This design comes from an exercise in tuning for small area on the open sky130 flow, not from production work.
The RTL was checked by simulation tests, not by an equivalence proof against the original design.
Power figures rest on the tool's default switching activity, not on a simulated workload.

<file path="design/flow/flow/run.sh">
#!/bin/bash
# Own layout flow: the standard synthesis, then its combinational logic re-mapped with a
# stronger, area-oriented ABC script (flip-flops are left exactly as synthesis made them), then
# the standard layout steps, with the port buffers made with the smallest buffer cell.
set -euo pipefail
W=$(pwd)
R=$W/orfs/results/$FLOW_PLATFORM/memGame_Top/base
F=$W/flow
YOSYS=$(command -v yosys || echo "$FLOW_HOME/../tools/install/yosys/bin/yosys")
PDK=$FLOW_HOME/platforms/$FLOW_PLATFORM

# 1. standard synthesis
bash standard.sh synth > "$W/run_synth.log" 2>&1

# 2. re-map the combinational logic
cp "$R/1_2_yosys.v" "$W/1_2_yosys_standard.v"
export REOPT_LIB=$PDK/lib/sky130_fd_sc_hd__tt_025C_1v80.lib
export REOPT_DONT_USE="$(sed -n '/^export DONT_USE_CELLS/,/^$/p' "$PDK/config.mk" | grep -o 'sky130_fd_sc_hd__[a-z0-9_]*' | tr '\n' ' ')"
export REOPT_IN=$W/1_2_yosys_standard.v
export REOPT_OUT=$W/1_2_yosys_reopt.v
export REOPT_ABC=$F/area.abc
"$YOSYS" -c "$F/reopt.tcl" > "$W/run_reopt.log" 2>&1
cp "$REOPT_OUT" "$R/1_2_yosys.v"
rm -f "$R/1_synth.odb" "$R/1_synth.sdc"

# 3. standard layout from the re-mapped netlist
export BUFFER_PORTS_ARGS="-buffer_cell sky130_fd_sc_hd__buf_1"
export CTS_ARGS="-sink_clustering_enable -repair_clock_nets -buf_list {sky130_fd_sc_hd__clkbuf_4 sky130_fd_sc_hd__clkbuf_8} -sink_clustering_size 12 -sink_clustering_max_diameter 100 -dont_use_dummy_load"
bash standard.sh > "$W/run_layout.log" 2>&1
</file>
<file path="design/flow/flow/area.abc">
strash
&get -n
&deepsyn -T 60
&put
dch -f
amap
topo
</file>
<file path="design/flow/flow/reopt.tcl">
# Re-map the combinational logic of the standard synthesis netlist with a stronger ABC script.
# Flip-flops stay as they are: same instances, names and cell types.
yosys -import
set lib $::env(REOPT_LIB)
set dont_use {}
foreach c $::env(REOPT_DONT_USE) { lappend dont_use -dont_use $c }
read_liberty -overwrite -setattr liberty_cell -ignore_miss_func $lib
read_verilog $::env(REOPT_IN)
hierarchy -top memGame_Top
blackbox sky130_fd_sc_hd__*df* sky130_fd_sc_hd__*dl* sky130_fd_sc_hd__conb_*
flatten
# wires that flattening the library cells created are internal
yosys rename -hide w:_*_.*
opt_clean -purge
tee -o $::env(REOPT_OUT).before.txt stat
abc -script $::env(REOPT_ABC) -liberty $lib {*}$dont_use
read_liberty -lib -overwrite $lib
opt_clean -purge
setundef -zero
splitnets
opt_clean -purge
hilomap -singleton -hicell sky130_fd_sc_hd__conb_1 HI -locell sky130_fd_sc_hd__conb_1 LO
insbuf -buf sky130_fd_sc_hd__buf_1 A X
tee -o $::env(REOPT_OUT).stat.txt stat -liberty $lib
check -assert -mapped
write_verilog -noattr -nohex -nodec $::env(REOPT_OUT)
</file>
<file path="design/flow/standard.sh">
#!/bin/bash
# synth_recipe.tcl (not shown) runs the flow's synth.tcl, then flattens the netlist and writes it again
# the make line also repeats each setting of config.mk as NAME=value (left out here)
make -C /OpenROAD-flow-scripts/flow DESIGN_CONFIG=/design/flow/config.mk WORK_HOME=/design/flow/orfs CLKGATE_MAP_FILE= SYNTH_SCRIPT=/design/flow/synth_recipe.tcl "${@:-finish}"
</file>
<file path="design/flow/config.mk">
export PLATFORM = sky130hd
export DESIGN_NAME = memGame_Top
export DESIGN_NICKNAME = memGame_Top
export VERILOG_FILES = /design/flow/design.v
export SDC_FILE = /design/flow/constraint.sdc
export NUM_CORES = 4
export LEC_CHECK = 0
export ABC_AREA = 1
export CAP_MARGIN = 20
export CORE_MARGIN = 2
export CORE_UTILIZATION = 40
export CTS_BUF_LIST = sky130_fd_sc_hd__clkbuf_4 sky130_fd_sc_hd__clkbuf_8
export SLEW_MARGIN = 20
</file>
<file path="design/flow/constraint.sdc">
create_clock -name core_clock -period 20.0 [get_ports {Clk}]
set_input_delay 4.0000 -clock core_clock [delete_from_list [all_inputs] [get_ports {Clk}]]
set_output_delay 4.0000 -clock core_clock [all_outputs]
set_load 0.01 [all_outputs]
</file>
<file path="design/flow/design.v">
module memGame_Top(Clk, Rst, game_b, p1_b, p1_inputNum, seqDisp, p1Disp, pointDisp, r_LED, g_LED);
  input Clk, Rst, game_b, p1_b;
  input [3:0] p1_inputNum;
  output [17:0] r_LED;
  output [3:0] g_LED;
  output [6:0] seqDisp, p1Disp, pointDisp;
  localparam [3:0] S_Init = 4'd0, S_Init0 = 4'd1, S_GetNum = 4'd2, S_Shift = 4'd3,
                   S_Stage1 = 4'd4, S_Mod = 4'd5, S_Generate = 4'd6, S_Add = 4'd7,
                   S_WaitForPush = 4'd8, S_InputSeq = 4'd9, S_Verify = 4'd10;
  localparam [31:0] C1 = 32'b01110010100111010100101001011110;
  localparam [31:0] C2 = 32'b01101111001100100001100011001011;
  localparam [31:0] C3 = 32'b10101001010010110111000010011110;
  localparam [31:0] C4 = 32'b01100100001100011001001101111011;
  reg gw, gp, pw, pp;
  always @(posedge Clk) begin
    gw <= Rst & ~game_b & ~gp;
    gp <= Rst & gw & game_b;
    pw <= Rst & ~p1_b & ~pp;
    pp <= Rst & pw & p1_b;
  end
  wire gameButton = gp;
  wire pButton = pp;
  reg [3:0] randNum;
  always @(posedge Clk)
    if (!Rst) randNum <= 4'd0;
    else if (!game_b) randNum <= randNum + 4'd1;
  reg [3:0] State;
  reg [4:0] points;
  reg [3:0] inputCt;
  reg d4;             
  reg [3:0] p1n;
  reg [3:0] prev;
  reg [3:0] rsv;
  reg [1:0] src;
  reg [5:0] sh;
  reg [3:0] kled;
  reg rA, rB;
  reg ga, gb, gx;     
  reg [27:0] trace;
  reg alive, neg;
  wire inDisp = (State == S_Stage1) | (State == S_Mod) | (State == S_Generate) |
                (State == S_Add) | (State == S_WaitForPush);
  reg [5:0] tcnt;
  wire pulse = (tcnt == 6'd41);
  always @(posedge Clk)
    if (!inDisp) tcnt <= 6'd0;
    else if (pulse) tcnt <= 6'd7;
    else tcnt <= {tcnt[4:0], ~(tcnt[5] ^ tcnt[4])};
  wire [3:0] level = (points < 5'd15) ? points[3:0] + 4'd1 : 4'd15;
  wire big = points[4] | (&points[3:0]);
  wire [3:0] ptl = points[3:0];
  wire p1m3 = (ptl == 4'd1) | (ptl == 4'd4) | (ptl == 4'd7) | (ptl == 4'd10) | (ptl == 4'd13);
  wire [1:0] k5 = ((ptl == 4'd1) | (ptl == 4'd3) | (ptl == 4'd6) | (ptl == 4'd8) | (ptl == 4'd11) | (ptl == 4'd13)) ? 2'd2 :
                  ((ptl == 4'd2) | (ptl == 4'd7) | (ptl == 4'd12)) ? 2'd1 : 2'd0;
  wire [1:0] c3 = inputCt % 3;
  wire [2:0] c5 = inputCt % 5;
  wire [1:0] x3 = (!p1m3 || big) ? 2'd0 : (c3 == 2'd1) ? 2'd2 : (c3 == 2'd2) ? 2'd1 : 2'd0;
  wire [3:0] m5 = (k5 == 2'd2) ? {c5, 1'b0} : (k5 == 2'd1) ? {1'b0, c5} : 4'd0;
  wire [2:0] x5 = big ? 3'd0 : (m5 >= 4'd5) ? m5 - 4'd5 : m5[2:0];
  wire [4:0] x15 = (10 * x3 + 6 * x5) % 15;
  wire [3:0] prodTerm = x15[3:0] + 4'd1;
  wire [31:0] cur = (src == 2'd0) ? C1 : (src == 2'd1) ? C2 : (src == 2'd2) ? C3 : C4;
  wire isZero = sh[5] | (&sh[4:0] & (src != 2'd2));
  reg [1:0] src1;
  reg [5:0] sh1;
  always @* begin
    src1 = src; sh1 = sh;
    if (isZero) begin
      if (src == 2'd0 && !rsv[3]) begin src1 = 2'd1; sh1 = {rsv[2:0], 2'b00}; end
      else if (src == 2'd1 && !rsv[3]) begin src1 = 2'd2; sh1 = {rsv[2:0], 2'b00}; end
      else if (src == 2'd2 && rsv[3:2] == 2'b00) begin src1 = 2'd3; sh1 = {rsv[1:0], 3'b000}; end
    end
  end
  localparam [127:0] CALL = {C4, C3, C2, C1};
  wire [2:0] q = sh1[4:2];
  wire [3:0] nA = CALL >> {src1, q, 2'b00};
  wire [127:0] nBx = (q == 3'd7) ? 128'd0 : (CALL >> {src1, q + 3'd1, 2'b00});
  wire [6:0] nW = {nBx[2:0], nA};
  wire [3:0] nibS = (sh1[1:0] == 2'd0) ? nW[3:0] : (sh1[1:0] == 2'd1) ? nW[4:1] :
                    (sh1[1:0] == 2'd2) ? nW[5:2] : nW[6:3];
  wire [3:0] nib = sh1[5] ? 4'd0 : nibS;
  wire [4:0] digit = (nib == prev) ? {1'b0, nib} + {1'b0, level} :
                     (nib == 4'd0) ? {1'b0, prodTerm} : {1'b0, nib};
  wire [1:0] cLive = (randNum == 4'd1 || randNum == 4'd4 || randNum == 4'd7 || randNum == 4'd10 || randNum == 4'd13) ? 2'd1 :
                    (randNum == 4'd2 || randNum == 4'd5 || randNum == 4'd8 || randNum == 4'd11 || randNum == 4'd14) ? 2'd2 : 2'd0;
  wire [1:0] cRec = trace[27:26];
  wire replay = (State == S_InputSeq);
  wire [1:0] c = replay ? cRec : cLive;
  wire [5:0] shNext = sh1[5] ? sh1 : sh1 + {4'd0, c} + 6'd1;
  function [5:0] shStart(input [3:0] r);
    shStart = (r[3:2] != 2'b00) ? 6'd32 : (r[1:0] == 2'd0) ? 6'd0 : (r[1:0] == 2'd1) ? 6'd10 : (r[1:0] == 2'd2) ? 6'd20 : 6'd30;
  endfunction
  wire [5:0] shInit = shStart(randNum);
  wire [5:0] shInitR = shStart(rsv);
  wire realStep = (inputCt <= kled);
  wire [4:0] n = realStep ? digit : 5'd0;
  wire [6:0] u = {2'b00, n} + (neg ? 7'd0 : 7'd16) - {3'b000, p1_inputNum};
  always @(posedge Clk) begin
    p1n <= p1_inputNum;
    if (!Rst) begin
      State <= S_Init;
      points <= 5'd0;
      kled <= 4'd0;
      rA <= 1'b0; rB <= 1'b1;
      ga <= 1'b0; gb <= 1'b0; gx <= 1'b0;
    end else begin
      case (State)
        S_Init0: begin
          if (gameButton) State <= S_GetNum; else State <= S_Init;
        end
        S_Init: begin
          inputCt <= level;
          if (gameButton) State <= S_GetNum;
        end
        S_GetNum: begin
          if (randNum != 4'd0) State <= S_Shift;
        end
        S_Shift: begin
          rsv <= randNum;
          src <= 2'd0;
          sh <= shInit;
          prev <= 4'd0;
          kled <= 4'd0; rA <= 1'b0; rB <= 1'b0;
          ga <= 1'b0; gb <= 1'b0; gx <= 1'b0;
          State <= S_Stage1;
        end
        S_Stage1: begin
          if (inputCt == 4'd0) begin
            inputCt <= ~kled;    
            State <= S_WaitForPush;
          end
          else if (pulse) begin
            kled <= kled + 4'd1;
            State <= S_Mod;
          end
        end
        S_Mod: begin
          State <= S_Generate;
        end
        S_Generate: begin
          d4 <= digit[4];
          prev <= digit[3:0];
          src <= src1;
          sh <= shNext;
          if (inputCt != 4'd1) trace <= {trace[25:0], cLive};
          inputCt <= inputCt - 4'd1;
          State <= S_Add;
        end
        S_Add: State <= S_Stage1;
        S_WaitForPush: begin
          if (!pulse && inputCt != 4'd0) begin
            trace <= {trace[25:0], cLive};
            inputCt <= inputCt - 4'd1;
          end
          if (pulse) begin
            ga <= 1'b1; gb <= 1'b0; gx <= 1'b0;
            inputCt <= level;
            src <= 2'd0;
            sh <= shInitR;
            prev <= 4'd0;
            alive <= (kled <= level);
            neg <= 1'b0;
            State <= S_InputSeq;
          end
        end
        S_InputSeq: begin
          if (inputCt == 4'd0) State <= S_Verify;
          else if (pButton) begin
            {gb, gx} <= {gb, gx} + 2'd1;
            inputCt <= inputCt - 4'd1;
            if (realStep) begin
              trace <= {trace[25:0], cLive};
              prev <= digit[3:0];
              src <= src1;
              sh <= shNext;
            end
            alive <= alive & ((u == 7'd16) | (u == 7'd15));
            neg <= (u == 7'd15);
          end
        end
        S_Verify: begin
          inputCt <= level;
          kled <= 4'd0;
          if (alive & ~neg) begin
            ga <= 1'b1; gb <= 1'b1; gx <= 1'b1; rA <= 1'b0; rB <= 1'b0;
            points <= points + 5'd1;
          end else begin
            ga <= 1'b0; gb <= 1'b0; gx <= 1'b0; rA <= 1'b1; rB <= 1'b1;
            points <= points - 5'd1;
          end
          State <= S_Init0;
        end
        default: State <= S_Init;
      endcase
    end
  end
  wire [15:0] thermX = ~(16'hffff << kled);
  wire [14:0] therm = thermX[14:0];
  assign r_LED[14:0] = therm | {rB, rA, rB, rA, rB, rA, rB, rA, rB, rA, rB, rA, rB, rA, rB};
  assign r_LED[15] = rA;
  assign r_LED[16] = rB;
  assign r_LED[17] = rA;
  assign g_LED = {gb & gx, gb, gb | gx, ga};
  wire showP = (State == S_InputSeq) | (State == S_Verify);
  wire showDig = ((State == S_Stage1) | (State == S_Add) | (State == S_WaitForPush)) & (kled != 4'd0) |
                 (State == S_Mod) & (kled[3:1] != 3'd0);
  wire [4:0] num2display = (State == S_Generate) ? {1'b0, nib} : showDig ? {d4, prev} : 5'b10000;
  sevenSegDecoder disp_Sequence(num2display, seqDisp);
  sevenSegDecoder disp_p1({~showP, showP ? p1n : 4'd0}, p1Disp);
  sevenSegDecoder disp_points(points, pointDisp);
endmodule
module sevenSegDecoder(decoder_in, decoder_out);
  input [4:0] decoder_in;
  output [6:0] decoder_out;
  assign decoder_out =
    (decoder_in == 5'd0) ? 7'b1000000 :
    (decoder_in == 5'd1) ? 7'b1111001 :
    (decoder_in == 5'd2) ? 7'b0100100 :
    (decoder_in == 5'd3) ? 7'b0110000 :
    (decoder_in == 5'd4) ? 7'b0011001 :
    (decoder_in == 5'd5) ? 7'b0010010 :
    (decoder_in == 5'd6) ? 7'b0000010 :
    (decoder_in == 5'd7) ? 7'b1111000 :
    (decoder_in == 5'd8) ? 7'b0000000 :
    (decoder_in == 5'd9) ? 7'b0011000 :
    (decoder_in == 5'd10) ? 7'b0100000 :
    (decoder_in == 5'd11) ? 7'b0000011 :
    (decoder_in == 5'd12) ? 7'b0100111 :
    (decoder_in == 5'd13) ? 7'b0100001 :
    (decoder_in == 5'd14) ? 7'b0000110 :
    (decoder_in == 5'd15) ? 7'b0001110 :
    7'b1111111;
endmodule
</file>
==> flow_results.org, run 1 <==
** Power and ir drop
- Peak supply drop :: 0.0489 mV
- Power per cell area :: 54.3 nW/um^2
- In this run the static leakage power is 1.86 nW.

** CTS
- Post-CTS Repair Setup Buffers :: 0
- CTS buffer count :: 9
- CTS clock-pin slew for the worst setup and hold paths :: 0.10 ns
- The number of hold buffers added after CTS was 0.
- Clock insertion delay at the later pin of the skew report :: 0.38 ns
- H-tree depth :: 3
- CTS resizes :: 0
- Number of clock sinks :: 87
- TritonCTS clock tree :: done
- In this run the clock root is driven by a sky130_fd_sc_hd__clkbuf_8.
- Counting along the longest clock path gives a buffer depth of 2.

** Critical path
- Arrival time of data at the critical path endpoint :: 6.64 ns
- Standard cell with the maximum stage delay on the critical path :: sky130_fd_sc_hd__o22ai_1
- Launching element type of the critical path :: flop
- Of all nets on the critical path, the largest fanout is 9.
- Worst reg2reg setup slack :: 12.51 ns
- The endpoint identified for the worst register-to-register timing path is alive$_DFFE_PP_.
- Measured in cells, the most critical reg-to-reg path has a length of 33.
- Required time worst endpoint :: 16.00 ns
- CP Capture Type :: output pin
- The most critical setup path has its startpoint at sh[4]$_DFFE_PP_.
- The worst register-to-register path begins at sh[4]$_DFFE_PP_.
- Worst Path Class, Setup :: reg -> out
- The largest single stage delay on the critical path is 0.61 ns.
- Counting stages on the worst path, the most repeated cell is sky130_fd_sc_hd__clkinv_1.

** Detailed routing
- Mean number of vias per cell :: 5.74
- Routed wirelength normalized by instance count :: 15.6 microns
- Antenna viol nets, final :: 0
- Total detailed-routing wirelength :: 14,200 microns
- DRC viols :: 0
- Detailed-route via count :: 5,232
- DRT iter0 DRCs :: 480
- For this run, the detailed router's first-pass iteration total came to 5.

** STA
- In the final timing run, aggregate negative setup slack is 0 ns.
- Counting I/O delays and the setup requirement, the final critical path takes 10.64 ns.
- Of the available clock period, the critical path in the final layout requires 53.2%.
- At the pin with the least slew margin, the transition time is 0.977 ns.
- The total count of max-transition violations in the final report came to 0.
- The hold violation count in the final report came to 0.
- Measured against its own limit, the worst slew margin works out to 34.0%.
- Setup repair after global routing missed its margin :: false
- Final setup violating endpoints :: 0
- Across the routed clock network, the largest skew measured is 0.0374 ns.
- Top achievable clock speed :: 94.0 MHz

** Global routing
- Summed over all layers, the global routing overflow is 0.
- Global-route wire length before repair :: 23,100 microns
- For this run, the total global-route usage over all layers was measured as 20.4%.
- Maximum number of pins on one net before global-route repair :: 29
- The number of antenna violations at the first check in global routing came to 0.
- Number of global-route vias before repair :: 4,779

** Worst hold path
- Path type of the worst min-delay path :: reg -> reg
- Counting instances, the worst hold path has a depth of 0.
- The worst hold path terminates at trace[15]$_DFFE_PP_.
- Worst min-delay path startpoint :: trace[13]$_DFFE_PP_

** Floorplan
- Starting Density :: 40.9%
- Vert. Die Dim :: 118 microns
- Area of the die :: 13,800 sq um
- Width of the die :: 118 microns
- After floorplanning, the core was divided into 41 placement rows.
- Area inside the core boundary :: 12,600 sq um
- In this run the count of I/O pins placed on the die edge is 51.

** Placement
- Number of cells after detailed placement :: 902
- Area after DPL :: 5580 sq um
- After legalization and detailed placement, the total HPWL measured 10,900 microns.
- Final estimated routing congestion in global placement :: 0.978
- Count of port buffers added during placement :: 50

** Finish
- The repair_antennas step left the layout with diodes totalling 0.
- Post-route insts no fill :: 911
- Cell area after layout :: 5700 sq um
- # nets final :: 749
- Share of the core filled with cells :: 45.2%
- Most common library cell in the layout ignoring fill and taps :: sky130_fd_sc_hd__nor2_1
- Cells with a size suffix above 1 make up 1.76% of the layout.
- Commonest cells after routing, fill and taps aside :: sky130_fd_sc_hd__nor2_1, sky130_fd_sc_hd__clkinv_1, sky130_fd_sc_hd__edfxtp_1, sky130_fd_sc_hd__nand2_1, sky130_fd_sc_hd__buf_1
- Compared with the post-synthesis result, the final layout area differs by 10.4%.

** Synth
- Average footprint of a synthesized cell :: 7.57 sq um
- Cells after synthesis :: 682
- Post-synthesis cell area :: 5160 sq um
- For this run, the number of Yosys warnings is 1.
- Total nets after synthesis :: 690

** Status
- Outcome :: finished clean

** Run
- Max-cap viol count :: 0
## per-stage QoR
step / worst slack [ns] / power [W] / hold slack (ns)
2_1_floorplan: 11.12 / 0.000211 / 0.392
6_report: 9.36 / 0.000310 / 0.401
4_1_cts: 9.47 / 0.000314 / 0.404
5_1_grt: 8.69 / 0.000323 / 0.415
3_3_place_gp: 10.30 / 0.000216 / 0.406
3_5_place_dp: 9.93 / 0.000217 / 0.405
## routing by layer
| metal | track usage (%) | share of wire [%] | vias up |
|---|---|---|---|
| met5 | 0 | 0 | - |
| met4 | 6.02 | 1.2 | 0 |
| met3 | 4.84 | 6.4 | 17 |
| met2 | 31.3 | 44 | 186 |
| met1 | 28.6 | 48 | 2459 |
| li1 | - | - | 2570 |
## worst max-delay path: cells and delay by family (launching register included)
family | cells | cell delay, ns
and+or+nand+nor | 7 | 1.49
buffers and inverters | 7 | 1.58
DFF | 1 | 0.44
AOI/OAI and AO/OA | 12 | 2.74
## registers in the layout, summed over array words and instances (netlist names), 2 cells and up
register,flops
randNum,4
State,4
src,2
inputCt,4
rsv,4
points,5
sh,6
tcnt,6
prev,4
kled,4
p1n,4
trace,28
## layout make-up
| cell class | count | area [sq um] |
|---|---|---|
| Clock buffer | 9 | 124 |
| Fill cell | 1351 | 6920 |
| Inverter | 105 | 394 |
| Multi-Input combinational cell | 485 | 2500 |
| Sequential cell | 87 | 2250 |
| Tap cell | 172 | 215 |
| Timing Repair Buffer | 53 | 210 |
## where the power goes
part | internal, W | switching (W)
combinational | 0.00000633 | 0.0000141
sequential | 0.000191 | 0.00000208
clock | 0.0000403 | 0.0000559
total | 0.000237 | 0.0000721
## how the worst max path moves through the flow
stage,depth (start not counted),endpoint,slack (ns)
after floorplan,25,seqDisp[6],11.12
final,26,seqDisp[6],9.36
after CTS,26,seqDisp[6],9.47
after detailed placement,26,seqDisp[6],9.93
after global routing,26,seqDisp[6],8.69
after global placement,26,seqDisp[6],10.30
==> inputs of run 2 (changes only) <==
--- a/design/flow/flow/run.sh
+++ b/design/flow/flow/run.sh
@@ -25,5 +25,5 @@
 
 # 3. standard layout from the re-mapped netlist
 export BUFFER_PORTS_ARGS="-buffer_cell sky130_fd_sc_hd__buf_1"
-export CTS_ARGS="-sink_clustering_enable -repair_clock_nets -buf_list {sky130_fd_sc_hd__clkbuf_4 sky130_fd_sc_hd__clkbuf_8} -sink_clustering_size 12 -sink_clustering_max_diameter 100 -dont_use_dummy_load"
+export CTS_ARGS="-sink_clustering_enable -repair_clock_nets -buf_list {sky130_fd_sc_hd__clkbuf_8} -sink_clustering_size 25 -sink_clustering_max_diameter 300 -dont_use_dummy_load"
 bash standard.sh > "$W/run_layout.log" 2>&1
==> run 2 against run 1 <==
Cell count is the same. Power unchanged. Fmax unchanged. Sequential share of layout area stayed put. Non-clock buffer count stayed put. Global-route usage unchanged. Wire length unchanged. Utilization unchanged. Register-to-register slack about the same. Critical path type unchanged. Largest cell class unchanged.
==> flow_results.org, run 2 <==
** Floorplan
- Number of core rows :: 41 (unchanged)
- Starting Density :: 40.9% (unchanged)
- Top-level port count :: 51 (unchanged)
- Vert. Die Dim :: 118 microns (unchanged)
- The chip width was 118 microns (unchanged).
- The die outline area is 13,800 sq um (unchanged).
- Area inside the core boundary :: 12,600 sq um (unchanged)

** Finish
- Leaving out fill and tap cells, the most frequent cells in the layout are sky130_fd_sc_hd__nor2_1, sky130_fd_sc_hd__clkinv_1, sky130_fd_sc_hd__edfxtp_1, sky130_fd_sc_hd__nand2_1, sky130_fd_sc_hd__buf_1.
- The number of filler instances in the final layout came to 1,351 (unchanged).
- The largest registers in the layout are trace: 28 flops, sh: 6 flops, tcnt: 6 flops.
- Number of diodes added for antenna fixing :: 0 (unchanged)
- Most flops, register :: trace
- The final standard cell count with taps included and fillers excluded is 911 (unchanged).
- The flip-flop count of the largest register, all copies and words added is 28 (unchanged).
- Cell area after layout :: 5700 sq um (unchanged)
- The number of nets in the finished design came to 749 (unchanged).
- Most common library cell in the layout ignoring fill and taps :: sky130_fd_sc_hd__nor2_1
- The share of layout cells above drive strength 1 is 1.76% (unchanged).
- Relative area change from synthesis to final layout :: 10.4% (unchanged)

** STA
- The total negative setup slack was 0 ns (unchanged).
- The clock period minus worst slack is 10.64 ns (unchanged).
- Total count of max-transition violations in the final report :: 0 (unchanged)
- Slew @ Worst Pin :: 0.977 ns (unchanged)
- Setup repair after global routing left no endpoint under its margin.
- Period Utilization, post-route :: 53.2% (unchanged)
- The achievable frequency was 94.0 MHz (unchanged).
- The headroom to the max-slew limit was 34.0% (unchanged).
- The hold violation count in the final report was 0 (unchanged).
- Worst Clk Skew :: 0.0374 ns (unchanged)
- The number of setup violations in the final report was 0 (unchanged).

** Detailed routing
- The number of nets with antenna violations after detailed routing came to 0 (unchanged).
- The total via count in the routed design is 5,232 (unchanged).
- The post-route DRC violation count was 0 (unchanged).
- Total detailed-routing wirelength :: 14,200 microns (unchanged)
- The violation count after the first detailed-route iteration came to 480 (unchanged).
- The mean number of vias per cell is 5.74 (unchanged).
- The final routed wire length divided by cell count was 15.6 microns (unchanged).
- Number of detailed-route iterations in the first pass :: 5 (unchanged)

** CTS
- In this run the clock root is driven by a sky130_fd_sc_hd__clkbuf_8.
- Number of clock sinks :: 87 (unchanged)
- CTS buffer count :: 9 (unchanged)
- CTS resizes :: 0 (unchanged)
- The number of buffers inserted for hold repair after clock tree synthesis was 0 (unchanged).
- CTS clock-pin slew for the worst setup and hold paths :: 0.10 ns (about the same)
- Maximum clock insertion buffer count :: 2 (unchanged)
- TritonCTS clock tree :: done
- Post-CTS Repair Setup Buffers :: 0 (unchanged)
- H-tree depth :: 3 (unchanged)
- The clock network latency to the later pin of the worst-skew pair came to 0.38 ns (about the same).

** Global routing
- Global-route wire length before repair :: 23,100 microns (unchanged)
- The number of antenna violations at the first check in global routing is 0 (unchanged).
- Maximum number of pins on one net before global-route repair :: 29 (unchanged)
- Total overflow reported by the global router :: 0 (unchanged)
- The global router's overall resource usage was 20.4% (unchanged).
- The via count of the first global-routing pass is 4,779 (unchanged).

** Placement
- Number of cells after detailed placement :: 902 (unchanged)
- The total placed instance area came to 5580 sq um (unchanged).
- Final estimated routing congestion in global placement :: 0.978 (unchanged)
- Count of port buffers added during placement :: 50 (unchanged)
- Total half-perimeter wirelength after legalization and detailed placement :: 10,900 microns (unchanged)

** Synth
- Average footprint of a synthesized cell :: 7.57 sq um (unchanged)
- Count of warnings emitted by yosys :: 1 (unchanged)
- Post-synthesis cell area :: 5160 sq um (unchanged)
- Cells after synthesis :: 682 (unchanged)
- Total nets after synthesis :: 690 (unchanged)

** Worst hold path
- In this run the worst hold path is classified as reg -> reg.

** Status
- The run finished with no timing, DRC or antenna violations.

** Critical path
- Required time worst endpoint :: 16.00 ns (about the same)
- Worst Path Class, Setup :: reg -> out
- CP Capture Type :: output pin
- Launching element type of the critical path :: flop
- The maximum net fanout on the critical path was 9 (unchanged).
- Arrival time of data at the critical path endpoint :: 6.64 ns (about the same)

** Power and ir drop
- Total power after layout :: 0.000310 W (unchanged)
- The maximum vdd drop is 0.0489 mV (unchanged).
- Power per cell area :: 54.3 nW/um^2 (unchanged)
- Leakage Power :: 1.86 nW (unchanged)

** Run
- The number of violations of the max-capacitance limit came to 0 (unchanged).
[run 2: through the flow]
stage / utilization (%) / setup slack (ns) / hold WS, ns
6_report: 45.2 / 9.36 / 0.401
5_1_grt: 45.2 / 8.69 / 0.415
4_1_cts: 45.2 / 9.47 / 0.404
3_5_place_dp: 44.2 / 9.93 / 0.405
3_3_place_gp: 44.2 / 10.30 / 0.406
2_1_floorplan: - / 11.12 / 0.392
[run 2: area by class of cell]
class                   count  area (sq um)  area share, %
repair buffers             53           210           3.69
well taps                 172           215           3.78
multi-input cells         485          2500           43.9
flip-flops and latches     87          2250           39.5
inverters                 105           394           6.91
clock buffers               9           124           2.17
[run 2: final timing paths]
check,start,end,slack (ns),depth (start not counted)
hold reg to reg,trace[13]$_DFFE_PP_,trace[15]$_DFFE_PP_,0.40,0
hold / removal,trace[13]$_DFFE_PP_,trace[15]$_DFFE_PP_,0.40,0
setup reg to reg,sh[4]$_DFFE_PP_,alive$_DFFE_PP_,12.51,33
setup / recovery,sh[4]$_DFFE_PP_,seqDisp[6],9.36,26
[run 2: critical path, stage by stage (launching register included)]
cell	delay [ns]
sky130_fd_sc_hd__edfxtp_1	0.44
sky130_fd_sc_hd__clkinv_1	0.19
sky130_fd_sc_hd__nor2_1	0.17
sky130_fd_sc_hd__clkinv_1	0.10
sky130_fd_sc_hd__nor2_1	0.15
sky130_fd_sc_hd__a31oi_1	0.11
sky130_fd_sc_hd__nor3_1	0.35
sky130_fd_sc_hd__clkinv_1	0.27
sky130_fd_sc_hd__o22ai_1	0.61
sky130_fd_sc_hd__clkinv_1	0.37
sky130_fd_sc_hd__nor2_1	0.16
sky130_fd_sc_hd__o21ai_0	0.11
sky130_fd_sc_hd__nor2_1	0.11
sky130_fd_sc_hd__a21oi_1	0.05
sky130_fd_sc_hd__o21a_1	0.22
sky130_fd_sc_hd__a31oi_1	0.36
sky130_fd_sc_hd__a222oi_1	0.16
sky130_fd_sc_hd__or3_1	0.37
sky130_fd_sc_hd__o2111ai_1	0.20
sky130_fd_sc_hd__clkinv_1	0.27
sky130_fd_sc_hd__o22ai_1	0.32
sky130_fd_sc_hd__clkinv_1	0.21
sky130_fd_sc_hd__a21oi_1	0.28
sky130_fd_sc_hd__o21ai_0	0.19
sky130_fd_sc_hd__nor2b_1	0.18
sky130_fd_sc_hd__o22ai_1	0.13
sky130_fd_sc_hd__buf_1	0.17
[run 2: layer usage]
layer / track usage [%] / wire, microns / part of all wire (%) / vias to the layer above
met5: 0 / 0 / 0 / -
met4: 6.02 / 174 / 1.2 / 0
met3: 4.84 / 909 / 6.4 / 17
met2: 31.3 / 6300 / 44 / 186
met1: 28.6 / 6820 / 48 / 2459
li1: - / - / - / 2570
[run 2: report_power, final]
| group | internal [W] | switching [W] | total, W | leakage, nW |
|---|---|---|---|---|
| sequential | 0.000191 | 0.00000208 | 0.000193 | 0.772 |
| clock | 0.0000403 | 0.0000559 | 0.0000962 | 0.0647 |
| combinational | 0.00000633 | 0.0000141 | 0.0000204 | 1.02 |
| total | 0.000237 | 0.0000721 | 0.000310 | 1.86 |
==> inputs of run 3 (changes only) <==
--- a/design/flow/design.v
+++ b/design/flow/design.v
@@ -32,7 +32,7 @@
   reg [3:0] prev;
   reg [3:0] rsv;
   reg [1:0] src;
-  reg [5:0] sh;
+  reg [4:0] sh;       
   reg [3:0] kled;
   reg rA, rB;
   reg ga, gb, gx;     
@@ -40,12 +40,11 @@
   reg alive, neg;
   wire inDisp = (State == S_Stage1) | (State == S_Mod) | (State == S_Generate) |
                 (State == S_Add) | (State == S_WaitForPush);
-  reg [5:0] tcnt;
+  reg [1:0] tcntH;
+  wire [5:0] tcnt = {tcntH, p1n};
   wire pulse = (tcnt == 6'd41);
-  always @(posedge Clk)
-    if (!inDisp) tcnt <= 6'd0;
-    else if (pulse) tcnt <= 6'd7;
-    else tcnt <= {tcnt[4:0], ~(tcnt[5] ^ tcnt[4])};
+  wire [5:0] tcntNext = !inDisp ? 6'd0 : pulse ? 6'd7 : {tcnt[4:0], ~(tcnt[5] ^ tcnt[4])};
+  always @(posedge Clk) tcntH <= tcntNext[5:4];
   wire [3:0] level = (points < 5'd15) ? points[3:0] + 4'd1 : 4'd15;
   wire big = points[4] | (&points[3:0]);
   wire [3:0] ptl = points[3:0];
@@ -60,9 +59,9 @@
   wire [4:0] x15 = (10 * x3 + 6 * x5) % 15;
   wire [3:0] prodTerm = x15[3:0] + 4'd1;
   wire [31:0] cur = (src == 2'd0) ? C1 : (src == 2'd1) ? C2 : (src == 2'd2) ? C3 : C4;
-  wire isZero = sh[5] | (&sh[4:0] & (src != 2'd2));
+  wire isZero = (&sh) & (src != 2'd2);
   reg [1:0] src1;
-  reg [5:0] sh1;
+  reg [4:0] sh1;
   always @* begin
     src1 = src; sh1 = sh;
     if (isZero) begin
@@ -78,7 +77,7 @@
   wire [6:0] nW = {nBx[2:0], nA};
   wire [3:0] nibS = (sh1[1:0] == 2'd0) ? nW[3:0] : (sh1[1:0] == 2'd1) ? nW[4:1] :
                     (sh1[1:0] == 2'd2) ? nW[5:2] : nW[6:3];
-  wire [3:0] nib = sh1[5] ? 4'd0 : nibS;
+  wire [3:0] nib = nibS;
   wire [4:0] digit = (nib == prev) ? {1'b0, nib} + {1'b0, level} :
                      (nib == 4'd0) ? {1'b0, prodTerm} : {1'b0, nib};
   wire [1:0] cLive = (randNum == 4'd1 || randNum == 4'd4 || randNum == 4'd7 || randNum == 4'd10 || randNum == 4'd13) ? 2'd1 :
@@ -86,17 +85,22 @@
   wire [1:0] cRec = trace[27:26];
   wire replay = (State == S_InputSeq);
   wire [1:0] c = replay ? cRec : cLive;
-  wire [5:0] shNext = sh1[5] ? sh1 : sh1 + {4'd0, c} + 6'd1;
-  function [5:0] shStart(input [3:0] r);
-    shStart = (r[3:2] != 2'b00) ? 6'd32 : (r[1:0] == 2'd0) ? 6'd0 : (r[1:0] == 2'd1) ? 6'd10 : (r[1:0] == 2'd2) ? 6'd20 : 6'd30;
+  wire [5:0] shAdd = {1'b0, sh1} + {4'd0, c} + 6'd1;
+  wire c3Out = (src1 == 2'd2) & shAdd[5];
+  wire [1:0] srcNext = c3Out ? 2'd3 : src1;
+  wire [4:0] shNext = c3Out ? ((rsv[3:2] == 2'b00) ? {rsv[1:0], 3'b000} : 5'd31) :
+                      ((src1 != 2'd2) & (shAdd[5] | (&shAdd[4:0]))) ? 5'd31 : shAdd[4:0];
+  function [4:0] shStart(input [3:0] r);
+    shStart = (r[3:2] != 2'b00) ? 5'd31 : (r[1:0] == 2'd0) ? 5'd0 : (r[1:0] == 2'd1) ? 5'd10 : (r[1:0] == 2'd2) ? 5'd20 : 5'd30;
   endfunction
-  wire [5:0] shInit = shStart(randNum);
-  wire [5:0] shInitR = shStart(rsv);
+  wire [4:0] shInit = shStart(randNum);
+  wire [4:0] shInitR = shStart(rsv);
   wire realStep = (inputCt <= kled);
   wire [4:0] n = realStep ? digit : 5'd0;
   wire [6:0] u = {2'b00, n} + (neg ? 7'd0 : 7'd16) - {3'b000, p1_inputNum};
   always @(posedge Clk) begin
-    p1n <= p1_inputNum;
+    if ((State == S_InputSeq) | (State == S_WaitForPush) & pulse) p1n <= p1_inputNum;
+    else p1n <= tcntNext[3:0];
     if (!Rst) begin
       State <= S_Init;
       points <= 5'd0;
@@ -140,7 +144,7 @@
         S_Generate: begin
           d4 <= digit[4];
           prev <= digit[3:0];
-          src <= src1;
+          src <= srcNext;
           sh <= shNext;
           if (inputCt != 4'd1) trace <= {trace[25:0], cLive};
           inputCt <= inputCt - 4'd1;
@@ -171,7 +175,7 @@
             if (realStep) begin
               trace <= {trace[25:0], cLive};
               prev <= digit[3:0];
-              src <= src1;
+              src <= srcNext;
               sh <= shNext;
             end
             alive <= alive & ((u == 7'd16) | (u == 7'd15));
--- a/design/flow/flow/run.sh
+++ b/design/flow/flow/run.sh
@@ -25,5 +25,5 @@
 
 # 3. standard layout from the re-mapped netlist
 export BUFFER_PORTS_ARGS="-buffer_cell sky130_fd_sc_hd__buf_1"
-export CTS_ARGS="-sink_clustering_enable -repair_clock_nets -buf_list {sky130_fd_sc_hd__clkbuf_8} -sink_clustering_size 25 -sink_clustering_max_diameter 300 -dont_use_dummy_load"
+export CTS_ARGS="-sink_clustering_enable -repair_clock_nets -buf_list {sky130_fd_sc_hd__clkbuf_16} -dont_use_dummy_load"
 bash standard.sh > "$W/run_layout.log" 2>&1
==> run 3 against run 2 <==
Fmax is 13% higher. Utilization is 1.4 points higher. Largest cell class unchanged. Still clean. Global-route usage is 0.60 points higher. Clock power is about 40% higher. First-iteration DRC count is 3.8% higher. Sequential share of layout area is 1.5 points lower. Die area is 3.1% lower.
==> flow_results.org, run 3 <==
** Critical path
- Cell-by-cell listing of the critical path :: clkinv_1, nor3_1, nand4_1, o21ai_0, clkinv_1, a21oi_1, nor2_1, a211oi_1, clkinv_1, a21oi_1, o21ai_0, o31a_1, o21ai_0, clkinv_1, nor2_1, nor2_1, o21ai_0, a21o_1, buf_1
- The maximum net fanout on the critical path came to 8 (-1).
- The worst register-to-register path ends at alive$_DFFE_PP_.
- The data required time at the worst endpoint is 16.00 ns (about the same).
- The setup slack on the worst flop-to-flop path was 12.91 ns (+0.40 ns).
- STA classifies the critical path startpoint as a flop.
- The combined buffer and inverter count along the critical path is 5 (-2).
- In this design, the largest share of critical-path delay is due to compound AO/OA/AOI/OAI gates.
- Cell count of the worst reg-to-reg path :: 29 (-12%)
- The critical path depth was 19 (-27%).
- The worst endpoint data arrival time was 5.45 ns (-1.19 ns).
- Critical path launch point :: sh[1]$_DFFE_PP_
- CP Capture Type :: output pin
- The worst register-to-register path begins at sh[1]$_DFFE_PP_.
- Termination of the worst setup path :: seqDisp[6]
- Worst Path Class, Setup :: reg -> out
- Maximum cell stage delay along the critical path :: 0.54 ns (-0.07 ns)
- The slowest stage of the critical path belongs to the cell sky130_fd_sc_hd__o21ai_0.

** Status
- Outcome :: finished clean

** STA
- The total negative setup slack is 0 ns (unchanged).
- Setup repair after global routing missed its margin :: false
- Slew @ Worst Pin :: 0.806 ns (-0.171 ns)
- The number of setup violations in the final report is 0 (unchanged).
- The hold violation count in the final report was 0 (unchanged).
- Top achievable clock speed :: 106 MHz (+13%)
- The post-route fraction of the period consumed by the critical path is 47.3% (-6.0 points).
- Worst Clk Skew :: 0.0190 ns (-0.0184 ns)
- The headroom to the max-slew limit is 45.7% (+12 points).
- Total count of max-transition violations in the final report :: 0 (unchanged)
- The clock period minus worst slack came to 9.45 ns (-1.19 ns).

** Detailed routing
- The total via count in the routed design was 5,116 (-2.2%).
- Antenna viol nets, final :: 0 (unchanged)
- Total detailed-routing wirelength :: 13,600 microns (-4.0%)
- Number of detailed-route iterations in the first pass :: 5 (unchanged)
- The mean number of vias per cell came to 5.76 (+0.32%).
- DRC viols :: 0 (unchanged)
- DRT iter0 DRCs :: 498 (+3.8%)
- Routed wirelength normalized by instance count :: 15.4 microns (-1.5%)

** Synth
- Count of warnings emitted by yosys :: 1 (unchanged)
- The post-synthesis average cell area was 7.55 sq um (-0.27%).
- Total nets after synthesis :: 670 (-2.9%)
- The cell count after synthesis is 662 (-2.9%).
- Post-synthesis cell area :: 5000 sq um (-3.2%)

** CTS
- CTS Root Buffer Type :: sky130_fd_sc_hd__clkbuf_16
- CTS clock-pin slew for the worst setup and hold paths :: 0.05 ns (-0.05 ns)
- The clock sink total was 82 (-5.7%).
- The CTS buffer count came to 9 (unchanged).
- Clock insertion delay at the later pin of the skew report :: 0.34 ns (-0.04 ns)
- TritonCTS built the clock tree.
- Hold Buf Count CTS :: 0 (unchanged)
- CTS resizes :: 0 (unchanged)
- Maximum clock insertion buffer count :: 2 (unchanged)
- Post-CTS Repair Setup Buffers :: 0 (unchanged)
- H-tree depth :: 3 (unchanged)

** Finish
- The final standard cell count with taps included and fillers excluded is 888 (-2.5%).
- The number of inserted diodes is 0 (unchanged).
- Ranked by flip-flop count, first place goes to trace.
- Layout cell share with drive strength beyond 1 :: 1.94% (+0.19 points)
- The flip-flop count of the largest register, all copies and words added was 28 (unchanged).
- The number of nets in the finished design is 730 (-2.5%).
- The area of all placed cells without fillers came to 5640 sq um (-1.1%).
- Relative to the synthesized area, the layout overhead comes to 12.8%.
- Largest registers :: trace: 28 flops, points: 5 flops, sh: 5 flops
- Most common library cell in the layout ignoring fill and taps :: sky130_fd_sc_hd__nor2_1
- Commonest cells after routing, fill and taps aside :: sky130_fd_sc_hd__nor2_1, sky130_fd_sc_hd__clkinv_1, sky130_fd_sc_hd__o21ai_0, sky130_fd_sc_hd__nand2_1

** Global routing
- The number of antenna violations at the first check in global routing is 0 (unchanged).
- Global-route wire length before repair :: 22,300 microns (-3.6%)
- Aggregate global-route resource usage :: 21.0% (+0.60 points)
- Total overflow reported by the global router :: 0 (unchanged)
- The pin count of the biggest net entering global routing was 29 (unchanged).
- The via count of the first global-routing pass was 4,524 (-5.3%).

** Floorplan
- The chip width came to 116 microns (-1.6%).
- Top-level port count :: 51 (unchanged)
- The area of the placeable core was 12,100 sq um (-4.0%).
- Starting Density :: 41.3% (+0.35 points)
- Number of core rows :: 40 (-2.4%)
- The die outline area is 13,400 sq um (-3.1%).
- The vertical die dimension was 116 microns (-1.6%).

** Placement
- Number of cells after detailed placement :: 878 (-2.7%)
- Count of port buffers added during placement :: 50 (unchanged)
- The total placed instance area came to 5410 sq um (-3.0%).
- Total half-perimeter wirelength after legalization and detailed placement :: 10,600 microns (-3.2%)
- The routability congestion estimate is 0.883 (-9.7%).

** Power and ir drop
- The total power density per cell area was 58.8 nW/um^2 (+8.3%).
- The clock share of power came to 40.8% (+9.7 points).
- Sw Ratio :: 20.6% (-2.7 points)
- Switching pwr :: 0.0000683 W (-5.4%)
- Share of power burned in registers :: 54.6% (-7.7 points)
- The cell-internal power is 0.000263 W (+11%).
- The combinational share of power is 4.6% (-2.0 points).
- Peak supply drop :: 0.0486 mV (-0.69%)
- Leakage Power :: 1.79 nW (-3.8%)

** Worst hold path
- Path type of the worst min-delay path :: reg -> reg
- Worst min-delay path startpoint :: trace[16]$_DFFE_PP_

** Run
- Max-cap viol count :: 0 (unchanged)
[run 3: metrics by stage]
| stage | power (W) | util (%) | setup WS, ns | hold WS, ns |
|---|---|---|---|---|
| 2_1_floorplan | 0.000195 | - | 10.67 | 0.400 |
| 3_3_place_gp | 0.000199 | 44.6 | 10.93 | 0.406 |
| 5_1_grt | 0.000344 | 46.5 | 9.93 | 0.429 |
| 4_1_cts | 0.000335 | 46.5 | 10.29 | 0.418 |
| 3_5_place_dp | 0.000199 | 44.6 | 10.64 | 0.405 |
| 6_report | 0.000331 | 46.5 | 10.55 | 0.417 |
[run 3: layout make-up]
type	count	area, sq um
Fill cell	1220	6470
Clock buffer	9	225
Inverter	97	364
Sequential cell	82	2140
Tap cell	168	210
Multi-Input combinational cell	478	2480
Timing Repair Buffer	54	215
[run 3: power by group through the flow]
| stage | Clock, W | Sequential [W] | Combinational [W] |
|---|---|---|---|
| after global placement | 0 | 0.000184 | 0.0000147 |
| after floorplan | 0 | 0.000184 | 0.0000108 |
| after detailed placement | 0 | 0.000184 | 0.0000150 |
| after CTS | 0.000139 | 0.000181 | 0.0000151 |
| final | 0.000135 | 0.000181 | 0.0000152 |
| after global routing | 0.000145 | 0.000181 | 0.0000172 |
[run 3: worst min-delay path by stage]
stage	end	depth (start not counted)	slack [ns]
final	trace[18]$_DFFE_PP_	0	0.42
after global routing	trace[19]$_DFFE_PP_	0	0.43
after CTS	trace[18]$_DFFE_PP_	0	0.42
after detailed placement	trace[18]$_DFFE_PP_	0	0.40
after global placement	trace[22]$_DFFE_PP_	0	0.41
after floorplan	trace[10]$_DFFE_PP_	0	0.40
[run 3: metal layers]
metal	up-vias	track usage [%]	share of wire, %	routed length (microns)
li1	2508	-	-	-
met1	2366	30.4	48	6570
met2	208	31.4	44	6010
met3	34	3.03	5.3	721
met4	0	8.89	2.6	348
met5	-	0	0	0
==> inputs of run 4 (changes only) <==
--- a/design/flow/flow/run.sh
+++ b/design/flow/flow/run.sh
@@ -25,5 +25,5 @@
 
 # 3. standard layout from the re-mapped netlist
 export BUFFER_PORTS_ARGS="-buffer_cell sky130_fd_sc_hd__buf_1"
-export CTS_ARGS="-sink_clustering_enable -repair_clock_nets -buf_list {sky130_fd_sc_hd__clkbuf_16} -dont_use_dummy_load"
+export CTS_ARGS="-sink_clustering_enable -repair_clock_nets -buf_list {sky130_fd_sc_hd__clkbuf_4 sky130_fd_sc_hd__clkbuf_8} -dont_use_dummy_load"
 bash standard.sh > "$W/run_layout.log" 2>&1
==> run 4 against run 3 <==
Non-clock buffer count did not move. Flip-flop and latch count did not move. Die area did not move. Fmax rose by 0.12%. Utilization fell by 0.84 points. Register-to-register slack improved by 0.02 ns. Critical endpoint unchanged. Cell area fell by 1.8%. Area after synthesis did not move. Clock skew rose by 0.0056 ns. Critical path type unchanged. Sequential power barely moved.
==> flow_results.org, run 4 <==
** STA
- The clock period minus worst slack was 9.44 ns (-0.0112 ns).
- The total negative setup slack is 0 ns (unchanged).
- Total count of max-transition violations in the final report :: 0 (unchanged)
- The post-route fraction of the period consumed by the critical path is 47.2% (-0.056 points).
- Top achievable clock speed :: 106 MHz (+0.12%)
- Final Hold Slack :: 0.422 ns (+0.00467 ns)
- Max-slew headroom at the worst pin :: 47.2% (+1.5 points)
- The number of setup violations in the final report came to 0 (unchanged).
- Worst Clk Skew :: 0.0245 ns (+0.00560 ns)
- The slew of the pin with the lowest slew margin came to 0.772 ns (-0.0338 ns).
- Setup repair after global routing left no endpoint under its margin.
- The final worst setup slack was 10.56 ns (+0.0112 ns).
- The hold violation count in the final report was 0 (unchanged).

** Global routing
- The first-pass GRT wire length is 22,100 microns (-0.46%).
- GR Util met2 :: 31.1% (-0.31 points)
- The via count of the first global-routing pass was 4,536 (+0.27%).
- Most congested layer reported by global routing :: met2
- Aggregate global-route resource usage :: 20.8% (-0.18 points)
- Antenna violations before repair :: 0 (unchanged)
- The pin count of the biggest net entering global routing came to 29 (unchanged).
- Routing usage on met3 :: 3.97% (+0.94 points)
- The overflow left after global routing came to 0 (unchanged).
- Met1 track demand over resource in global routing :: 30.4% (about the same)

** Synth
- The post-synthesis average cell area came to 7.55 sq um (unchanged).
- The synthesized area is 5000 sq um (unchanged).
- Cells after synthesis :: 662 (unchanged)
- Count of warnings emitted by yosys :: 1 (unchanged)
- Total nets after synthesis :: 670 (unchanged)

** Critical path
- STA classifies the critical path startpoint as a flop.
- On the critical path the largest part of the delay comes from compound AO/OA/AOI/OAI gates.
- Worst Path Class, Setup :: reg -> out
- Required time worst endpoint :: 16.00 ns (about the same)
- The worst setup path is captured at an output pin.
- The maximum net fanout on the critical path was 8 (unchanged).
- Cell count of the worst reg-to-reg path :: 29 (unchanged)
- Worst Path Buf+Inv :: 5 (unchanged)
- In this run the critical register-to-register path is launched from sh[1]$_DFFE_PP_.
- Terminus of the critical flop-to-flop path :: alive$_DFFE_PP_
- Arrival time of data at the critical path endpoint :: 5.44 ns (about the same)
- Cell-by-cell listing of the critical path :: clkinv_1, nor3_1, nand4_1, o21ai_0, clkinv_1, a21oi_1, nor2_1, a211oi_1, clkinv_1, a21oi_1, o21ai_0, o31a_1, o21ai_0, clkinv_1, nor2_1, nor2_1, o21ai_0, a21o_1, buf_1
- Worst reg2reg setup slack :: 12.93 ns (+0.02 ns)
- The largest incremental delay on the critical path was 0.54 ns (about the same).
- The slowest stage of the critical path is the sky130_fd_sc_hd__o21ai_0 cell.

** Power and ir drop
- The total power density per cell area came to 52.1 nW/um^2 (-11%).
- Share of power burned in registers :: 62.6% (+8.0 points)
- Gate power share :: 5.3% (+0.7 points)
- Switching pwr :: 0.0000641 W (-6.1%)
- The cell-internal power is 0.000224 W (-15%).
- The switching share of power is 22.2% (+1.6 points).
- Peak supply drop :: 0.0432 mV (-11%)
- The static leakage was 1.74 nW (-2.6%).
- The clock share of power is 32.1% (-8.7 points).

** Detailed routing
- DRC viols :: 0 (unchanged)
- The number of nets with antenna violations after detailed routing is 0 (unchanged).
- Detailed-route via count :: 5,080 (-0.70%)
- The final wirelength was 13,700 microns (+0.15%).
- The first-pass detailed-route iteration total was 6 (+1).
- DRT iter0 DRCs :: 509 (+2.2%)
- Routed wirelength normalized by instance count :: 15.4 microns (+0.15%)
- Mean number of vias per cell :: 5.72 (-0.70%)

** Finish
- # nets final :: 730 (unchanged)
- The final standard cell count with taps included and fillers excluded was 888 (unchanged).
- The number of inserted diodes was 0 (unchanged).
- The top cell types in the final layout, fill and taps aside, are sky130_fd_sc_hd__nor2_1, sky130_fd_sc_hd__clkinv_1, sky130_fd_sc_hd__o21ai_0, sky130_fd_sc_hd__nand2_1.
- Layout cell share with drive strength beyond 1 :: 1.94% (unchanged)
- Most flops, register :: trace
- Share of the core filled with cells :: 45.7% (-0.84 points)
- Fill cell count :: 1,232 (+0.98%)
- Leaving out fill and tap cells, the most frequent cell in the layout is sky130_fd_sc_hd__nor2_1.
- The flip-flop count of the largest register, all copies and words added came to 28 (unchanged).
- From synthesis to final layout, the design area changed by 10.7%.
- In the final layout, the registers with the most flip-flops are trace: 28 flops, points: 5 flops, sh: 5 flops.

** Worst hold path
- The min-delay analysis places its worst path in the category reg -> reg.
- For hold timing, the worst endpoint is trace[18]$_DFFE_PP_.
- The cell depth of the worst min-delay path was 0 (unchanged).
- The worst hold path begins at trace[16]$_DFFE_PP_.

** CTS
- Clock insertion delay at the later pin of the skew report :: 0.36 ns (+0.02 ns)
- CTS clock-pin slew for the worst setup and hold paths :: 0.07 ns (+0.02 ns)
- CTS buffer count :: 9 (unchanged)
- The number of buffers inserted for hold repair after clock tree synthesis was 0 (unchanged).
- TritonCTS built the clock tree.
- Number of clock sinks :: 82 (unchanged)
- The cell sitting at the root of the clock tree is a sky130_fd_sc_hd__clkbuf_8.
- The total of cells resized after clock tree synthesis is 0 (unchanged).
- The level count of the clock H-tree is 3 (unchanged).
- Post-CTS Repair Setup Buffers :: 0 (unchanged)
- Maximum clock insertion buffer count :: 2 (unchanged)

** Floorplan
- Area of the die :: 13,400 sq um (unchanged)
- Area inside the core boundary :: 12,100 sq um (unchanged)
- The boundary pin count came to 51 (unchanged).
- Vert. Die Dim :: 116 microns (unchanged)
- The starting density of the core came to 41.3% (unchanged).
- The chip width is 116 microns (unchanged).
- The placement row count is 40 (unchanged).

** Status
- Outcome :: finished clean

** Placement
- The quantity of I/O buffers inserted on ports came to 50 (unchanged).
- Total half-perimeter wirelength after legalization and detailed placement :: 10,600 microns (unchanged)
- The routability congestion estimate was 0.883 (unchanged).
- The number of placed instances with taps included is 878 (unchanged).
- The post-placement setup slack is 10.64 ns (unchanged).

** Run
- Max-cap viol count :: 0 (unchanged)
[run 4: metrics by stage]
step / instance area [sq um] / power, W
after floorplan: 5000 / 0.000195
after global placement: 5410 / 0.000199
after detailed placement: 5410 / 0.000199
after CTS: 5530 / 0.000291
after global routing: 5540 / 0.000300
final: 5540 / 0.000288
[run 4: how the worst max path moves through the flow]
stage          cells past startpoint  slack, ns                  from            endpoint
2_1_floorplan                      3      10.67                   Rst  trace[0]$_DFFE_PP_
3_3_place_gp                      23      10.93       sh[1]$_DFFE_PP_          seqDisp[5]
3_5_place_dp                      23      10.64       sh[1]$_DFFE_PP_          seqDisp[5]
4_1_cts                           23      10.27       sh[1]$_DFFE_PP_          seqDisp[5]
5_1_grt                           19       9.89  src[1]$_SDFFCE_PP0P_          seqDisp[5]
6_report                          19      10.56       sh[1]$_DFFE_PP_          seqDisp[6]
[run 4: power groups by stage]
stage	Clock, W	Sequential [W]	Combinational [W]
after detailed placement	0	0.000184	0.0000150
final	0.0000926	0.000181	0.0000152
after global routing	0.000102	0.000181	0.0000172
after global placement	0	0.000184	0.0000147
after floorplan	0	0.000184	0.0000108
after CTS	0.0000952	0.000181	0.0000151
[run 4: layout make-up]
type                    instances  area [sq um]  area share, %
clock buffers                   9           124           2.24
well taps                     168           210           3.80
inverters                      97           364           6.58
repair buffers                 54           215           3.89
multi-input cells             478          2480           44.8
flip-flops and latches         82          2140           38.7
[run 4: metal layers]
metal,share of wire [%],vias to the layer above
li1,-,2502
met1,48,2342
met2,44,206
met3,6.4,30
met4,2.1,0
met5,0,-
==> inputs of run 5 (changes only) <==
--- a/design/flow/design.v
+++ b/design/flow/design.v
@@ -34,17 +34,15 @@
   reg [1:0] src;
   reg [4:0] sh;       
   reg [3:0] kled;
-  reg rA, rB;
-  reg ga, gb, gx;     
+  reg rB;
+  reg gb, gx;
   reg [27:0] trace;
   reg alive, neg;
   wire inDisp = (State == S_Stage1) | (State == S_Mod) | (State == S_Generate) |
                 (State == S_Add) | (State == S_WaitForPush);
-  reg [1:0] tcntH;
-  wire [5:0] tcnt = {tcntH, p1n};
+  wire [5:0] tcnt = {alive, neg, p1n};
   wire pulse = (tcnt == 6'd41);
   wire [5:0] tcntNext = !inDisp ? 6'd0 : pulse ? 6'd7 : {tcnt[4:0], ~(tcnt[5] ^ tcnt[4])};
-  always @(posedge Clk) tcntH <= tcntNext[5:4];
   wire [3:0] level = (points < 5'd15) ? points[3:0] + 4'd1 : 4'd15;
   wire big = points[4] | (&points[3:0]);
   wire [3:0] ptl = points[3:0];
@@ -105,8 +103,8 @@
       State <= S_Init;
       points <= 5'd0;
       kled <= 4'd0;
-      rA <= 1'b0; rB <= 1'b1;
-      ga <= 1'b0; gb <= 1'b0; gx <= 1'b0;
+      rB <= 1'b1;
+      gb <= 1'b0; gx <= 1'b0;
     end else begin
       case (State)
         S_Init0: begin
@@ -123,12 +121,14 @@
           rsv <= randNum;
           src <= 2'd0;
           sh <= shInit;
+          {alive, neg} <= 2'b00;
           prev <= 4'd0;
-          kled <= 4'd0; rA <= 1'b0; rB <= 1'b0;
-          ga <= 1'b0; gb <= 1'b0; gx <= 1'b0;
+          kled <= 4'd0; rB <= 1'b0;
+          gb <= 1'b0; gx <= 1'b0;
           State <= S_Stage1;
         end
         S_Stage1: begin
+          {alive, neg} <= tcntNext[5:4];
           if (inputCt == 4'd0) begin
             inputCt <= ~kled;    
             State <= S_WaitForPush;
@@ -139,9 +139,11 @@
           end
         end
         S_Mod: begin
+          {alive, neg} <= tcntNext[5:4];
           State <= S_Generate;
         end
         S_Generate: begin
+          {alive, neg} <= tcntNext[5:4];
           d4 <= digit[4];
           prev <= digit[3:0];
           src <= srcNext;
@@ -150,14 +152,18 @@
           inputCt <= inputCt - 4'd1;
           State <= S_Add;
         end
-        S_Add: State <= S_Stage1;
+        S_Add: begin
+          {alive, neg} <= tcntNext[5:4];
+          State <= S_Stage1;
+        end
         S_WaitForPush: begin
+          {alive, neg} <= tcntNext[5:4];
           if (!pulse && inputCt != 4'd0) begin
             trace <= {trace[25:0], cLive};
             inputCt <= inputCt - 4'd1;
           end
           if (pulse) begin
-            ga <= 1'b1; gb <= 1'b0; gx <= 1'b0;
+            gb <= 1'b0; gx <= 1'b0;
             inputCt <= level;
             src <= 2'd0;
             sh <= shInitR;
@@ -184,12 +190,13 @@
         end
         S_Verify: begin
           inputCt <= level;
-          kled <= 4'd0;
           if (alive & ~neg) begin
-            ga <= 1'b1; gb <= 1'b1; gx <= 1'b1; rA <= 1'b0; rB <= 1'b0;
+            kled <= 4'd0;
+            gb <= 1'b1; gx <= 1'b1; rB <= 1'b0;
             points <= points + 5'd1;
           end else begin
-            ga <= 1'b0; gb <= 1'b0; gx <= 1'b0; rA <= 1'b1; rB <= 1'b1;
+            kled <= 4'd15;
+            gb <= 1'b0; gx <= 1'b0; rB <= 1'b1;
             points <= points - 5'd1;
           end
           State <= S_Init0;
@@ -200,11 +207,14 @@
   end
   wire [15:0] thermX = ~(16'hffff << kled);
   wire [14:0] therm = thermX[14:0];
-  assign r_LED[14:0] = therm | {rB, rA, rB, rA, rB, rA, rB, rA, rB, rA, rB, rA, rB, rA, rB};
-  assign r_LED[15] = rA;
+  wire between = (State == S_Init) | (State == S_Init0) | (State == S_GetNum) | (State == S_Shift);
+  wire lost = between & (&kled);
+  assign r_LED[14:0] = therm | {rB, 1'b0, rB, 1'b0, rB, 1'b0, rB, 1'b0, rB, 1'b0, rB, 1'b0, rB, 1'b0, rB};
+  assign r_LED[15] = lost;
   assign r_LED[16] = rB;
-  assign r_LED[17] = rA;
-  assign g_LED = {gb & gx, gb, gb | gx, ga};
+  assign r_LED[17] = lost;
+  wire gOn = (State == S_InputSeq) | (State == S_Verify) | between & ~rB;
+  assign g_LED = {gb & gx, gb, gb | gx, gOn};
   wire showP = (State == S_InputSeq) | (State == S_Verify);
   wire showDig = ((State == S_Stage1) | (State == S_Add) | (State == S_WaitForPush)) & (kled != 4'd0) |
                  (State == S_Mod) & (kled[3:1] != 3'd0);
==> run 5 against run 4 <==
Power down 3.3%. Die area increased by 0.29%. Synthesized cell count grew 3.2%. Utilization about the same. Clock skew down 0.00080 ns. Via count is 2.8% higher. Critical path depth increased by 4. Non-clock buffer count down 1. Count of clock-buffer cells in the layout unchanged. Clock power shrank 3.3%. Worst setup slack lost 0.64 ns.
==> flow_results.org, run 5 <==
** Detailed routing
- The first-pass detailed-route iteration total came to 7 (+1).
- The final routed wire length divided by cell count was 15.4 microns (-0.20%).
- DRC viols :: 0 (unchanged)
- Total detailed-routing wirelength :: 13,900 microns (+1.9%)
- The total via count in the routed design was 5,223 (+2.8%).
- Met3 wire length :: 730 microns (-17%)
- Mean number of vias per cell :: 5.76 (+0.66%)
- Wire length on met2 :: 6250 microns (+4.7%)
- Highest metal layer with signal wires :: met4
- The violation count after the first detailed-route iteration is 511 (+0.39%).
- The routed length on met1 came to 6700 microns (+2.4%).
- The number of nets with antenna violations after detailed routing came to 0 (unchanged).

** STA
- Max-slew headroom at the worst pin :: 40.8% (-6.4 points)
- The post-route fraction of the period consumed by the critical path is 50.4% (+3.2 points).
- Slew @ Worst Pin :: 0.879 ns (+0.107 ns)
- The final worst setup slack is 9.92 ns (-0.638 ns).
- The total negative setup slack was 0 ns (unchanged).
- Number of hold violations in the final report :: 0 (unchanged)
- The number of setup violations in the final report came to 0 (unchanged).
- The worst hold slack came to 0.424 ns (+0.00164 ns).
- Setup repair after global routing missed its margin :: false
- The total count of max-transition violations in the final report is 0 (unchanged).
- Period minus WS final :: 10.08 ns (+0.638 ns)
- Top achievable clock speed :: 99.2 MHz (-6.3%)
- The worst setup skew after layout was 0.0237 ns (-0.000800 ns).

** Worst hold path
- Path type of the worst min-delay path :: reg -> reg
- Worst min-delay path startpoint :: trace[20]$_DFFE_PP_
- Endpoint, Worst Hold :: trace[22]$_DFFE_PP_
- Number of cells on the worst hold path :: 0 (unchanged)

** Placement
- Total half-perimeter wirelength after legalization and detailed placement :: 10,900 microns (+2.8%)
- Final estimated routing congestion in global placement :: 0.933 (+5.7%)
- The total placed instance area is 5420 sq um (+0.18%).
- The post-placement setup slack is 10.44 ns (-0.202 ns).
- The quantity of I/O buffers inserted on ports came to 50 (unchanged).

** CTS
- CTS buffer count :: 9 (unchanged)
- Number of clock sinks :: 78 (-4.9%)
- Clock insertion delay at the later pin of the skew report :: 0.36 ns (about the same)
- CTS resizes :: 0 (unchanged)
- The buffers inserted during post-CTS setup optimization is 0 (unchanged).
- The cell sitting at the root of the clock tree is a sky130_fd_sc_hd__clkbuf_8.
- The CTS clock-pin slew for the worst setup and hold paths came to 0.08 ns (about the same).
- H-tree depth :: 3 (unchanged)
- TritonCTS clock tree :: done
- The maximum root-to-sink buffer count was 2 (unchanged).
- Hold Buf Count CTS :: 0 (unchanged)

** Finish
- The share of layout cells above drive strength 1 came to 1.76% (-0.19 points).
- Cell area after layout :: 5540 sq um (about the same)
- The library cells used most frequently in the layout, excluding fill and tap cells, are sky130_fd_sc_hd__nor2_1, sky130_fd_sc_hd__clkinv_1, sky130_fd_sc_hd__o21ai_0, sky130_fd_sc_hd__nand2_1.
- The largest registers in the layout are trace: 28 flops, points: 5 flops, sh: 5 flops.
- Share of the core filled with cells :: 45.7% (about the same)
- The flip-flop count of the largest register, all copies and words added is 28 (unchanged).
- Relative area change from synthesis to final layout :: 10.5%
- The library cell used most frequently in the layout, excluding fill and tap cells, is sky130_fd_sc_hd__nor2_1.
- # nets final :: 749 (+2.6%)
- Number of diodes added for antenna fixing :: 0 (unchanged)
- Ranked by flip-flop count, first place goes to trace.

** Critical path
- Top fanout value on the critical path :: 6 (-2)
- CP Capture Type :: output pin
- In this design, the critical path's most frequently occurring cell is sky130_fd_sc_hd__clkinv_1.
- The largest incremental delay on the critical path is 0.64 ns (+0.10 ns).
- For this design, the slowest cell found on the critical path is sky130_fd_sc_hd__a221oi_1.
- The worst register-to-register path begins at sh[2]$_DFFE_PP_.
- Arrival time of data at the critical path endpoint :: 6.08 ns (+0.64 ns)
- Worst reg2reg setup slack :: 12.92 ns (about the same)
- Cell-by-cell listing of the critical path :: clkinv_1, nor2_1, nand2_1, nor3_1, nand3_1, o21ai_0, clkinv_1, a21oi_1, nor3_1, a2111oi_0, nor2_1, clkinv_1, a31oi_1, a221oi_1, clkinv_1, o22ai_1, clkinv_1, nand3_1, a31oi_1, nor3_1, nor3_1, o21ai_0, buf_1
- Cell count of the worst reg-to-reg path :: 28 (-3.4%)
- Required time worst endpoint :: 16.00 ns (about the same)
- The critical path is of the reg -> out type.
- Launching element type of the critical path :: flop
- Terminus of the critical flop-to-flop path :: alive$_DFFE_PP_

** Global routing
- The pin count of the biggest net entering global routing came to 29 (unchanged).
- The first-pass GRT wire length was 22,600 microns (+2.1%).
- The overflow left after global routing is 0 (unchanged).
- The via count of the first global-routing pass was 4,666 (+2.9%).
- Aggregate global-route resource usage :: 21.2% (+0.37 points)
- Antenna violations before repair :: 0 (unchanged)

** Power and ir drop
- The maximum vdd drop was 0.0467 mV (+8.1%).
- The static leakage came to 1.77 nW (+1.4%).
- The total power density per cell area was 50.3 nW/um^2 (-3.4%).

** Floorplan
- The die outline area is 13,400 sq um (+0.29%).
- Number of core rows :: 40 (unchanged)
- The vertical die dimension came to 116 microns (+0.15%).
- Top-level port count :: 51 (unchanged)
- The chip width is 116 microns (+0.15%).
- The starting density of the core is 41.4% (+0.12 points).
- Area inside the core boundary :: 12,100 sq um (unchanged)

** Synth
- Total nets after synthesis :: 691 (+3.1%)
- The number of warning messages in the yosys log was 1 (unchanged).
- Cells after synthesis :: 683 (+3.2%)
- Average footprint of a synthesized cell :: 7.34 sq um (-2.8%)
- Post-synthesis cell area :: 5010 sq um (+0.30%)

** Run
- The number of violations of the max-capacitance limit was 0 (unchanged).

** Status
- Outcome :: finished clean
-- run 5: where the power goes --
group | switching, W | internal, W
combinational | 0.0000106 | 0.00000571
clock | 0.0000493 | 0.0000402
sequential | 0.00000169 | 0.000171
-- run 5: layout make-up --
cell class / count / area [sq um]
Fill cell: 1264 / 6570
Timing Repair Buffer: 53 / 210
Multi-Input combinational cell: 492 / 2530
Inverter: 107 / 402
Clock buffer: 9 / 124
Sequential cell: 78 / 2060
Tap cell: 168 / 210
-- run 5: worst max path at each step --
stage / start / end / slack, ns / depth (start not counted)
CTS: sh[2]$_DFFE_PP_ / seqDisp[0] / 10.03 / 23
detailed placement: sh[2]$_DFFE_PP_ / seqDisp[0] / 10.44 / 23
finish: sh[2]$_DFFE_PP_ / seqDisp[0] / 9.92 / 23
global placement: sh[2]$_DFFE_PP_ / seqDisp[0] / 10.77 / 23
global route: sh[2]$_DFFE_PP_ / seqDisp[0] / 9.07 / 23
floorplan: sh[2]$_DFFE_PP_ / seqDisp[6] / 11.53 / 22
-- run 5: stage by stage --
step / cells / total power [W]
after floorplan: 683 / 0.000188
after global placement: 898 / 0.000192
after detailed placement: 898 / 0.000193
after CTS: 907 / 0.000282
after global routing: 907 / 0.000291
final: 907 / 0.000279
-- run 5: critical path, delay by kind of cell, from the launching register on --
kind                   cells  cell delay, ns
DFF                        1            0.42
and+or+nand+nor            9            1.37
buffers and inverters      6            1.23
AOI/OAI and AO/OA          8            2.71
-- run 5: per-layer routing --
| layer | GRT usage (%) | up-vias |
|---|---|---|
| li1 | - | 2549 |
| met1 | 30.4 | 2439 |
| met2 | 33.4 | 203 |
| met3 | 2.67 | 32 |
| met4 | 6.51 | 0 |
| met5 | 0 | - |

## what the ideal ports hide
The flow's constraints put no driver on any port. The routed layouts listed below were extracted and timed again, unchanged, in two steps.
Step 1: set_driving_cell puts a clkbuf_16 on Clk and a buf_2 on each other input, an assumption about the parent block.
Step 2 also shifts input and output timing later by t, the mid clock arrival at the registers, as if the neighbouring blocks saw the same clock.
a / b / c = ideal ports / drivers / drivers and shift; a / b = the first two.
run | t, ns | setup slack, ns | clock arrival spread, ns | slew at the worst register clock pin (ns) | pins driven straight from the clock port
run 1 | 0.400 | 9.357 / 9.321 / 9.722 | 0.038 / 0.037 | 0.10 / 0.10 | 1
run 2 | 0.400 | 9.357 / 9.321 / 9.722 | 0.038 / 0.037 | 0.10 / 0.10 | 1
run 3 | 0.370 | 10.548 / 10.507 / 10.877 | 0.019 / 0.019 | 0.06 / 0.06 | 1
run 4 | 0.386 | 10.559 / 10.525 / 10.911 | 0.024 / 0.024 | 0.09 / 0.09 | 1
run 5 | 0.380 | 9.921 / 9.886 / 10.266 | 0.025 / 0.025 | 0.08 / 0.08 | 1
After both steps every run listed still meets setup and hold.
